This is an optimization exercise on Yosys and OpenROAD, whose aim is small area and a short achievable clock period, not a production implementation.
Only the layout flow was run in this run; the RTL was not checked for function there.
Power and IR drop assume default switching activity.

### flow/config.mk
export PLATFORM = sky130hd
export DESIGN_NAME = Vcpu32Alu
export DESIGN_NICKNAME = Vcpu32Alu
export VERILOG_FILES = /design/flow/design.v
export SDC_FILE = /design/flow/constraint.sdc
export NUM_CORES = 4
export LEC_CHECK = 0
export CAP_MARGIN = 20
export CORE_MARGIN = 2
export CORE_UTILIZATION = 40
export SETUP_SLACK_MARGIN = 2.5
export SLEW_MARGIN = 20
### flow/constraint.sdc
create_clock -name core_clock -period 5.5 [get_ports {clk}]
set_input_delay 1.1000 -clock core_clock [delete_from_list [all_inputs] [get_ports {clk}]]
set_output_delay 1.1000 -clock core_clock [all_outputs]
set_load 0.01 [all_outputs]
### flow/design.v
module Vcpu32Alu (
   input    wire          clk,
   input    wire[0:31]    a,
   input    wire[0:31]    b,
   input    wire[0:7]     ac,
   output   wire[0:31]    r,
   output   wire          c,
   output   wire          n,
   output   wire          z,
   output   wire          err
   );
   wire [31:0] A   = a;
   wire [31:0] B   = b;
   wire        cin = ac[0];
   wire        invB = ac[1];
   wire [1:0]  sh  = ac[3:4];
   wire [2:0]  op  = ac[5:7];
   wire isAdd = ( op == 3'd3 );
   wire selA  = ( op == 3'd1 );
   wire selB  = ( op == 3'd2 );
   wire selAnd = ( op == 3'd5 );
   wire selOr  = ( op == 3'd6 );
   wire selXor = ( op == 3'd7 );
   wire [31:0] tA = ( sh == 2'd0 ) ? A :
                    ( sh == 2'd1 ) ? { A[30:0], 1'b0 } :
                    ( sh == 2'd2 ) ? { A[29:0], 2'b00 } :
                                     { A[28:0], 3'b000 };
   wire [31:0] tB = B ^ { 32 { invB }};
   wire [31:0] g  = tA & tB;
   wire [31:0] p  = tA ^ tB;
   wire [31:0] tL = ( { 32 { selA }} & tA ) | ( { 32 { selB }} & tB ) | ( { 32 { selAnd | selOr }} & g ) |
                    ( { 32 { selOr | selXor }} & p );
   wire s1c0_g0_1 = g[1] | ( p[1] & g[0] );
   wire s1c0_p0_1 = p[1] & p[0];
   wire s1c0_g0_3 = g[3] | ( p[3] & g[2] );
   wire s1c0_p0_3 = p[3] & p[2];
   wire s1c0_g0_5 = g[5] | ( p[5] & g[4] );
   wire s1c0_p0_5 = p[5] & p[4];
   wire s1c0_g0_7 = g[7] | ( p[7] & g[6] );
   wire s1c0_p0_7 = p[7] & p[6];
   wire s1c0_g1_2 = g[2] | ( p[2] & s1c0_g0_1 );
   wire s1c0_p1_2 = p[2] & s1c0_p0_1;
   wire s1c0_g1_3 = s1c0_g0_3 | ( s1c0_p0_3 & s1c0_g0_1 );
   wire s1c0_p1_3 = s1c0_p0_3 & s1c0_p0_1;
   wire s1c0_g1_6 = g[6] | ( p[6] & s1c0_g0_5 );
   wire s1c0_p1_6 = p[6] & s1c0_p0_5;
   wire s1c0_g1_7 = s1c0_g0_7 | ( s1c0_p0_7 & s1c0_g0_5 );
   wire s1c0_p1_7 = s1c0_p0_7 & s1c0_p0_5;
   wire s1c0_g2_4 = g[4] | ( p[4] & s1c0_g1_3 );
   wire s1c0_p2_4 = p[4] & s1c0_p1_3;
   wire s1c0_g2_5 = s1c0_g0_5 | ( s1c0_p0_5 & s1c0_g1_3 );
   wire s1c0_p2_5 = s1c0_p0_5 & s1c0_p1_3;
   wire s1c0_g2_6 = s1c0_g1_6 | ( s1c0_p1_6 & s1c0_g1_3 );
   wire s1c0_p2_6 = s1c0_p1_6 & s1c0_p1_3;
   wire s1c0_g2_7 = s1c0_g1_7 | ( s1c0_p1_7 & s1c0_g1_3 );
   wire s1c0_p2_7 = s1c0_p1_7 & s1c0_p1_3;
   wire sum_0 = p[0] ^ cin;
   wire sum_1 = p[1] ^ ( g[0] | ( p[0] & cin ));
   wire sum_2 = p[2] ^ ( s1c0_g0_1 | ( s1c0_p0_1 & cin ));
   wire sum_3 = p[3] ^ ( s1c0_g1_2 | ( s1c0_p1_2 & cin ));
   wire sum_4 = p[4] ^ ( s1c0_g1_3 | ( s1c0_p1_3 & cin ));
   wire sum_5 = p[5] ^ ( s1c0_g2_4 | ( s1c0_p2_4 & cin ));
   wire sum_6 = p[6] ^ ( s1c0_g2_5 | ( s1c0_p2_5 & cin ));
   wire sum_7 = p[7] ^ ( s1c0_g2_6 | ( s1c0_p2_6 & cin ));
   wire gco_0 = ( s1c0_g2_7 | ( s1c0_p2_7 & cin ));
   wire s1c1_g0_1 = g[9] | ( p[9] & g[8] );
   wire s1c1_p0_1 = p[9] & p[8];
   wire s1c1_g0_3 = g[11] | ( p[11] & g[10] );
   wire s1c1_p0_3 = p[11] & p[10];
   wire s1c1_g0_5 = g[13] | ( p[13] & g[12] );
   wire s1c1_p0_5 = p[13] & p[12];
   wire s1c1_g0_7 = g[15] | ( p[15] & g[14] );
   wire s1c1_p0_7 = p[15] & p[14];
   wire s1c1_g1_2 = g[10] | ( p[10] & s1c1_g0_1 );
   wire s1c1_p1_2 = p[10] & s1c1_p0_1;
   wire s1c1_g1_3 = s1c1_g0_3 | ( s1c1_p0_3 & s1c1_g0_1 );
   wire s1c1_p1_3 = s1c1_p0_3 & s1c1_p0_1;
   wire s1c1_g1_6 = g[14] | ( p[14] & s1c1_g0_5 );
   wire s1c1_p1_6 = p[14] & s1c1_p0_5;
   wire s1c1_g1_7 = s1c1_g0_7 | ( s1c1_p0_7 & s1c1_g0_5 );
   wire s1c1_p1_7 = s1c1_p0_7 & s1c1_p0_5;
   wire s1c1_g2_4 = g[12] | ( p[12] & s1c1_g1_3 );
   wire s1c1_p2_4 = p[12] & s1c1_p1_3;
   wire s1c1_g2_5 = s1c1_g0_5 | ( s1c1_p0_5 & s1c1_g1_3 );
   wire s1c1_p2_5 = s1c1_p0_5 & s1c1_p1_3;
   wire s1c1_g2_6 = s1c1_g1_6 | ( s1c1_p1_6 & s1c1_g1_3 );
   wire s1c1_p2_6 = s1c1_p1_6 & s1c1_p1_3;
   wire s1c1_g2_7 = s1c1_g1_7 | ( s1c1_p1_7 & s1c1_g1_3 );
   wire s1c1_p2_7 = s1c1_p1_7 & s1c1_p1_3;
   wire sum_8 = p[8];
   wire sum_9 = p[9] ^ g[8];
   wire sum_10 = p[10] ^ s1c1_g0_1;
   wire sum_11 = p[11] ^ s1c1_g1_2;
   wire sum_12 = p[12] ^ s1c1_g1_3;
   wire sum_13 = p[13] ^ s1c1_g2_4;
   wire sum_14 = p[14] ^ s1c1_g2_5;
   wire sum_15 = p[15] ^ s1c1_g2_6;
   wire gco_1 = s1c1_g2_7;
   wire s1c2_g0_1 = g[17] | ( p[17] & g[16] );
   wire s1c2_p0_1 = p[17] & p[16];
   wire s1c2_g0_3 = g[19] | ( p[19] & g[18] );
   wire s1c2_p0_3 = p[19] & p[18];
   wire s1c2_g0_5 = g[21] | ( p[21] & g[20] );
   wire s1c2_p0_5 = p[21] & p[20];
   wire s1c2_g0_7 = g[23] | ( p[23] & g[22] );
   wire s1c2_p0_7 = p[23] & p[22];
   wire s1c2_g1_2 = g[18] | ( p[18] & s1c2_g0_1 );
   wire s1c2_p1_2 = p[18] & s1c2_p0_1;
   wire s1c2_g1_3 = s1c2_g0_3 | ( s1c2_p0_3 & s1c2_g0_1 );
   wire s1c2_p1_3 = s1c2_p0_3 & s1c2_p0_1;
   wire s1c2_g1_6 = g[22] | ( p[22] & s1c2_g0_5 );
   wire s1c2_p1_6 = p[22] & s1c2_p0_5;
   wire s1c2_g1_7 = s1c2_g0_7 | ( s1c2_p0_7 & s1c2_g0_5 );
   wire s1c2_p1_7 = s1c2_p0_7 & s1c2_p0_5;
   wire s1c2_g2_4 = g[20] | ( p[20] & s1c2_g1_3 );
   wire s1c2_p2_4 = p[20] & s1c2_p1_3;
   wire s1c2_g2_5 = s1c2_g0_5 | ( s1c2_p0_5 & s1c2_g1_3 );
   wire s1c2_p2_5 = s1c2_p0_5 & s1c2_p1_3;
   wire s1c2_g2_6 = s1c2_g1_6 | ( s1c2_p1_6 & s1c2_g1_3 );
   wire s1c2_p2_6 = s1c2_p1_6 & s1c2_p1_3;
   wire s1c2_g2_7 = s1c2_g1_7 | ( s1c2_p1_7 & s1c2_g1_3 );
   wire s1c2_p2_7 = s1c2_p1_7 & s1c2_p1_3;
   wire sum_16 = p[16];
   wire sum_17 = p[17] ^ g[16];
   wire sum_18 = p[18] ^ s1c2_g0_1;
   wire sum_19 = p[19] ^ s1c2_g1_2;
   wire sum_20 = p[20] ^ s1c2_g1_3;
   wire sum_21 = p[21] ^ s1c2_g2_4;
   wire sum_22 = p[22] ^ s1c2_g2_5;
   wire sum_23 = p[23] ^ s1c2_g2_6;
   wire gco_2 = s1c2_g2_7;
   wire s1c3_g0_1 = g[25] | ( p[25] & g[24] );
   wire s1c3_p0_1 = p[25] & p[24];
   wire s1c3_g0_3 = g[27] | ( p[27] & g[26] );
   wire s1c3_p0_3 = p[27] & p[26];
   wire s1c3_g0_5 = g[29] | ( p[29] & g[28] );
   wire s1c3_p0_5 = p[29] & p[28];
   wire s1c3_g0_7 = g[31] | ( p[31] & g[30] );
   wire s1c3_p0_7 = p[31] & p[30];
   wire s1c3_g1_2 = g[26] | ( p[26] & s1c3_g0_1 );
   wire s1c3_p1_2 = p[26] & s1c3_p0_1;
   wire s1c3_g1_3 = s1c3_g0_3 | ( s1c3_p0_3 & s1c3_g0_1 );
   wire s1c3_p1_3 = s1c3_p0_3 & s1c3_p0_1;
   wire s1c3_g1_6 = g[30] | ( p[30] & s1c3_g0_5 );
   wire s1c3_p1_6 = p[30] & s1c3_p0_5;
   wire s1c3_g1_7 = s1c3_g0_7 | ( s1c3_p0_7 & s1c3_g0_5 );
   wire s1c3_p1_7 = s1c3_p0_7 & s1c3_p0_5;
   wire s1c3_g2_4 = g[28] | ( p[28] & s1c3_g1_3 );
   wire s1c3_p2_4 = p[28] & s1c3_p1_3;
   wire s1c3_g2_5 = s1c3_g0_5 | ( s1c3_p0_5 & s1c3_g1_3 );
   wire s1c3_p2_5 = s1c3_p0_5 & s1c3_p1_3;
   wire s1c3_g2_6 = s1c3_g1_6 | ( s1c3_p1_6 & s1c3_g1_3 );
   wire s1c3_p2_6 = s1c3_p1_6 & s1c3_p1_3;
   wire s1c3_g2_7 = s1c3_g1_7 | ( s1c3_p1_7 & s1c3_g1_3 );
   wire s1c3_p2_7 = s1c3_p1_7 & s1c3_p1_3;
   wire sum_24 = p[24];
   wire sum_25 = p[25] ^ g[24];
   wire sum_26 = p[26] ^ s1c3_g0_1;
   wire sum_27 = p[27] ^ s1c3_g1_2;
   wire sum_28 = p[28] ^ s1c3_g1_3;
   wire sum_29 = p[29] ^ s1c3_g2_4;
   wire sum_30 = p[30] ^ s1c3_g2_5;
   wire sum_31 = p[31] ^ s1c3_g2_6;
   wire gco_3 = s1c3_g2_7;
   wire [31:0] gSum = { sum_31, sum_30, sum_29, sum_28, sum_27, sum_26, sum_25, sum_24, sum_23, sum_22, sum_21, sum_20, sum_19, sum_18, sum_17, sum_16, sum_15, sum_14, sum_13, sum_12, sum_11, sum_10, sum_9, sum_8, sum_7, sum_6, sum_5, sum_4, sum_3, sum_2, sum_1, sum_0 };
   wire [3:0] gCo = { gco_3, gco_2, gco_1, gco_0 };
   reg [31:0]   s1X;
   reg [3:0]   s1G;
   reg          s1Inv;
   always @( posedge clk ) begin
      s1X   <= isAdd ? gSum : tL;
      s1G   <= { 4 { isAdd }} & gCo;
      s1Inv <= ac[2];
   end
   wire gP_0 = &s1X[7:0];
   wire gP_1 = &s1X[15:8];
   wire gP_2 = &s1X[23:16];
   wire gP_3 = &s1X[31:24];
   wire s2c_g0_1 = s1G[1] | ( gP_1 & s1G[0] );
   wire s2c_p0_1 = gP_1 & gP_0;
   wire s2c_g0_3 = s1G[3] | ( gP_3 & s1G[2] );
   wire s2c_p0_3 = gP_3 & gP_2;
   wire s2c_g1_2 = s1G[2] | ( gP_2 & s2c_g0_1 );
   wire s2c_p1_2 = gP_2 & s2c_p0_1;
   wire s2c_g1_3 = s2c_g0_3 | ( s2c_p0_3 & s2c_g0_1 );
   wire s2c_p1_3 = s2c_p0_3 & s2c_p0_1;
   wire rs_0 = s1X[0];
   wire rs_1 = s1X[1];
   wire rs_2 = s1X[2];
   wire rs_3 = s1X[3];
   wire rs_4 = s1X[4];
   wire rs_5 = s1X[5];
   wire rs_6 = s1X[6];
   wire rs_7 = s1X[7];
   wire rs_8 = s1X[8] ^ ( s1G[0] );
   wire rs_9 = s1X[9] ^ ( s1G[0] & ( &s1X[8:8] ) );
   wire rs_10 = s1X[10] ^ ( s1G[0] & ( &s1X[9:8] ) );
   wire rs_11 = s1X[11] ^ ( s1G[0] & ( &s1X[10:8] ) );
   wire rs_12 = s1X[12] ^ ( s1G[0] & ( &s1X[11:8] ) );
   wire rs_13 = s1X[13] ^ ( s1G[0] & ( &s1X[12:8] ) );
   wire rs_14 = s1X[14] ^ ( s1G[0] & ( &s1X[13:8] ) );
   wire rs_15 = s1X[15] ^ ( s1G[0] & ( &s1X[14:8] ) );
   wire rs_16 = s1X[16] ^ ( s2c_g0_1 );
   wire rs_17 = s1X[17] ^ ( s2c_g0_1 & ( &s1X[16:16] ) );
   wire rs_18 = s1X[18] ^ ( s2c_g0_1 & ( &s1X[17:16] ) );
   wire rs_19 = s1X[19] ^ ( s2c_g0_1 & ( &s1X[18:16] ) );
   wire rs_20 = s1X[20] ^ ( s2c_g0_1 & ( &s1X[19:16] ) );
   wire rs_21 = s1X[21] ^ ( s2c_g0_1 & ( &s1X[20:16] ) );
   wire rs_22 = s1X[22] ^ ( s2c_g0_1 & ( &s1X[21:16] ) );
   wire rs_23 = s1X[23] ^ ( s2c_g0_1 & ( &s1X[22:16] ) );
   wire rs_24 = s1X[24] ^ ( s2c_g1_2 );
   wire rs_25 = s1X[25] ^ ( s2c_g1_2 & ( &s1X[24:24] ) );
   wire rs_26 = s1X[26] ^ ( s2c_g1_2 & ( &s1X[25:24] ) );
   wire rs_27 = s1X[27] ^ ( s2c_g1_2 & ( &s1X[26:24] ) );
   wire rs_28 = s1X[28] ^ ( s2c_g1_2 & ( &s1X[27:24] ) );
   wire rs_29 = s1X[29] ^ ( s2c_g1_2 & ( &s1X[28:24] ) );
   wire rs_30 = s1X[30] ^ ( s2c_g1_2 & ( &s1X[29:24] ) );
   wire rs_31 = s1X[31] ^ ( s2c_g1_2 & ( &s1X[30:24] ) );
   wire [31:0] rSum = { rs_31, rs_30, rs_29, rs_28, rs_27, rs_26, rs_25, rs_24, rs_23, rs_22, rs_21, rs_20, rs_19, rs_18, rs_17, rs_16, rs_15, rs_14, rs_13, rs_12, rs_11, rs_10, rs_9, rs_8, rs_7, rs_6, rs_5, rs_4, rs_3, rs_2, rs_1, rs_0 };
   wire rCo = s2c_g1_3;
   reg [31:0] s2R;
   reg        s2C;
   always @( posedge clk ) begin
      s2R <= rSum ^ { 32 { s1Inv }};
      s2C <= rCo;
   end
   assign r   = s2R;
   assign c   = s2C;
   assign n   = s2R[31];
   assign z   = ( s2R == 32'd0 );
   assign err = 1'b0;
endmodule
### flow/run.sh
#!/bin/bash
# synth_recipe.tcl (not shown) runs the flow's synth.tcl, then flattens the netlist and writes it again
# the make line also repeats each setting of config.mk as NAME=value (left out here)
make -C /OpenROAD-flow-scripts/flow DESIGN_CONFIG=/design/flow/config.mk WORK_HOME=/design/flow/orfs CLKGATE_MAP_FILE= SYNTH_SCRIPT=/design/flow/synth_recipe.tcl finish
==> flow_summary_export.csv <==
group,metric,value,unit
outcome,status,"complete, no violations",
logic_synthesis,ys_seq_elements,70,
pwr,powerDensity,256,nW/um^2
logic_synthesis,synth_edf_count,0,
pwr,p_leak,3.37,nW
cts,clkSinkCount,70,
logic_synthesis,synth-seq-area-share,24.8,%
worst_setup_path,worst_ep_arrival_time,3.65,ns
cts,hold_buffers,0,
hold_path,min_path_type,"reg2reg",
sta,setup_viol,0,
logic_synthesis,avgSynthCellArea,8.39,um^2
logic_synthesis,synthesis.nets,788,
final_layout,fin_nets,943,
drt,drc,0,
floorplan,io-pin-count,109,
grt,grt_overflow,0,
final_layout,syn_to_final_growth,48.6,%
sta,grt_setup_unrepaired,"yes",
cts,clk_pin_slew,0.05,ns
sta,fin_crit,3.39,ns
grt,gr-usage-met3,4.47,%
worst_setup_path,worst-setup-path-type,"in2reg",
drt,via_per_inst,5.48,
worst_setup_path,cp.required,5.75,ns
sta,worst_pin_slew,0.935,ns
grt,grt_first_pass_wirelength,27600,um
logic_synthesis,synth.area.top_cells,"dfxtp_1, xor2_1, xnor2_1",
sta,slew_violations,0,
floorplan,core-area,13800,um^2
placed_design,dp_hpwl,12800,um
logic_synthesis,synth_top_area_share,24.8,%
grt,grt_antenna_before_repair,0,
logic_synthesis,synthArstFlopShare,0,%
sta,slew_headroom,37.7,%
sta,setup_tns,0,ns
grt,grt_max_degree,33,
grt,grt_pass1_vias,5364,
grt,met2_usage,38.0,%
pwr,p_total,2.15,mW
cts,htree_num_levels,3,
floorplan,initial_utilization,40.9,%
cts,tritoncts,"built",
cts,cts_buffers,9,
drt,drt_iter0_drc,502,
logic_synthesis,yosysWarnings,1,
logic_synthesis,ys_types,56,
logic_synthesis,yosys.area.top_type,"dfxtp_1",
final_layout,antennaDiodeCount,0,
final_layout,drive_above_1_share,24.0,%
sta,timing_hold_violations_final,0,
sta,fin_crit_sh,61.7,%
floorplan,die_area,15100,um^2
drt,first_pass_iters,5,
job,cap_viol_max_count,0,
sta,fmax,0.295,GHz
drt,ant_nets,0,
logic_synthesis,syn_area,5660,um^2
pwr,peakVddDrop,118,uV
cts,clock_path_buffers,2,
floorplan,rows,43,
logic_synthesis,synth_flop_cell,"dfxtp_1",
placed_design,numPortBuffers,107,
sta,finClkSkew,0.00467,ns
logic_synthesis,syn_inst,674,
drt,routedWlPerCell,17.7,um
grt,grt_busiest_layer,"met2",
worst_setup_path,crit_path_start_kind,"input port",
floorplan,die_w,123,um
worst_setup_path,crit_path_end_kind,"flip-flop",
cts,clkLatencyLatePin,0.33,ns
cts,root_buffer,"clkbuf_16",
worst_setup_path,cp_max_fo,4,
placed_design,place.gp.congestion,0.906,
floorplan,die_y,123,um
drt,vias,5556,
grt,grt_usage,23.7,%
drt,routed_wl,18000,um
grt,grtUsageMet1,31.8,%
-- logic make-up (layout without fill, tap and decap cells) --
kind of cell,after synthesis,after routing,share of synthesized area [%]
AO/OA/AOI/OAI,172,172,19.7
XOR/XNOR,105,105,16.3
adder cells (fa/ha/maj),44,44,10.5
buffers and inverters,54,214,3.91
flip-flops,70,70,24.8
multiplexers,52,52,10.2
other,1,1,0.0663
AND/OR/NAND/NOR,176,176,14.6
-- stage by stage --
stage                     cells  utilization (%)  hold slack (ns)  setup slack, ns  cell area, um^2
after global routing       1014             60.8            0.433             2.06             8410
after global placement      936             50.8            0.412             1.21             7020
after floorplan             674                -            0.382             1.95             5850
after detailed placement    936             50.8            0.415             1.10             7020
final                      1014             60.8            0.422             2.11             8410
after CTS                   996             57.9            0.424             2.18             8010
-- per-layer routing --
layer,vias to the layer above,share of wire (%)
li1,2717,-
met1,2572,45
met2,231,46
met3,36,7.2
met4,0,2.4
met5,-,0
-- timing repair --
action,in CTS,in global routing
endpoints found under the setup margin,34,26
gates cloned,4,1
setup buffers,40,17
pin swaps,31,41
gates resized for setup,100,57
-- synth_stat cells, types with 3 or more instances --
master,n
a211oi_1,13
a21boi_0,5
a21o_1,8
a21oi_1,57
a221oi_1,3
a22o_1,3
a22oi_1,9
a2bb2oi_1,4
a31oi_1,4
buf_1,6
buf_2,6
buf_4,3
clkbuf_1,27
dfxtp_1,70
fa_1,7
ha_1,34
inv_1,11
mux2_2,13
mux2i_1,36
mux4_2,3
nand2_1,52
nand2b_1,6
nand3_1,7
nand4_1,6
nor2_1,53
nor2b_1,14
nor3_1,11
nor4_1,10
o211ai_1,9
o21a_1,4
o21ai_0,27
o22ai_1,7
o31ai_1,6
o32ai_1,3
or3_1,7
xnor2_1,52
xor2_1,53
-- critical path, cell delays in order --
cell      delay [ns]
buf_8           0.10
buf_12          0.12
buf_12          0.12
a211oi_4        0.20
a21oi_4         0.07
ha_4            0.18
fa_2            0.38
o21a_1          0.15
o21ai_4         0.18
nand2b_1        0.11
fa_2            0.57
nand2_1         0.06
a21oi_1         0.14
a21oi_1         0.05
o21ai_1         0.10
-- area by class of cell --
cell class / count / area [um^2]
multi-input cells: 550 / 4590
inverters: 12 / 53.8
fillers: 1115 / 5420
repair buffers: 186 / 1880
clock inverters: 1 / 5.00
clock buffers: 15 / 258
well taps: 180 / 225
flip-flops and latches: 70 / 1400
-- sequential cells by signal, indices dropped and copies added, names as in the netlist --
signal and flops:
s1X 32, s1G 4, s2R 32, s2C 1
s1Inv 1
-- power by group --
part	internal (mW)	total, mW	switching, mW
logic	0.518	0.981	0.463
clock network	0.317	0.503	0.187
registers	0.604	0.670	0.0662
-- final timing paths --
| kind | startpoint | end | slack [ns] | depth (start not counted) |
|---|---|---|---|---|
| worst min-delay path | s1X[0] | s2R[0] | 0.42 | 1 |
| worst max-delay path | ac[3] | s1X[12] | 2.11 | 15 |
| worst max register to register | s1G[0] | s2R[31] | 3.43 | 6 |
| worst min register to register | s1X[0] | s2R[0] | 0.42 | 1 |
-- cells in the final DEF, fill, tap and decap left out, types with 6 or more instances in the layout --
cell type / instances
a21oi_1: 43
o22ai_1: 6
buf_4: 61
nor2_1: 48
xnor2_1: 49
inv_1: 10
nor3_1: 10
mux2i_2: 9
dlygate4sd2_1: 16
clkdlybuf4s50_1: 78
nand4_1: 6
a21o_1: 8
a211oi_1: 8
or3_1: 6
nand3_1: 7
clkbuf_16: 10
mux2_2: 10
buf_6: 8
xor2_1: 48
nor4_1: 8
mux2i_1: 24
ha_4: 8
ha_1: 23
o211ai_1: 9
nor2b_1: 12
o21ai_0: 19
dfxtp_1: 69
a21oi_2: 9
a22oi_1: 8
nand2_1: 49

## separate check: timing with driven ports
No port has a modelled driver above. Below, the same layout with a new extraction and two added sets of constraints. Step 1 sets driving cells, clkbuf_16 on the clock port and buf_2 on the other inputs (assumed; they add their load-dependent delay and slew). Step 2 moves the port delays by t, midway between the first and last clock arrival at a register: inputs arrive t later, outputs are due t later. That takes back most of the time a late clock gives input paths. Three values: no drivers, after step 1, after step 2; two values: the first two.
t, ns: 0.358
slack for setup (ns): 2.105 / 2.045 / 1.687
clock arrival spread, ns: 0.004 / 0.005
slew at the worst register clock pin (ns): 0.05 / 0.05
After both steps this run still meets setup and hold. The setup slack of this run moves by -0.060 ns with the drivers and by -0.418 ns with both steps.
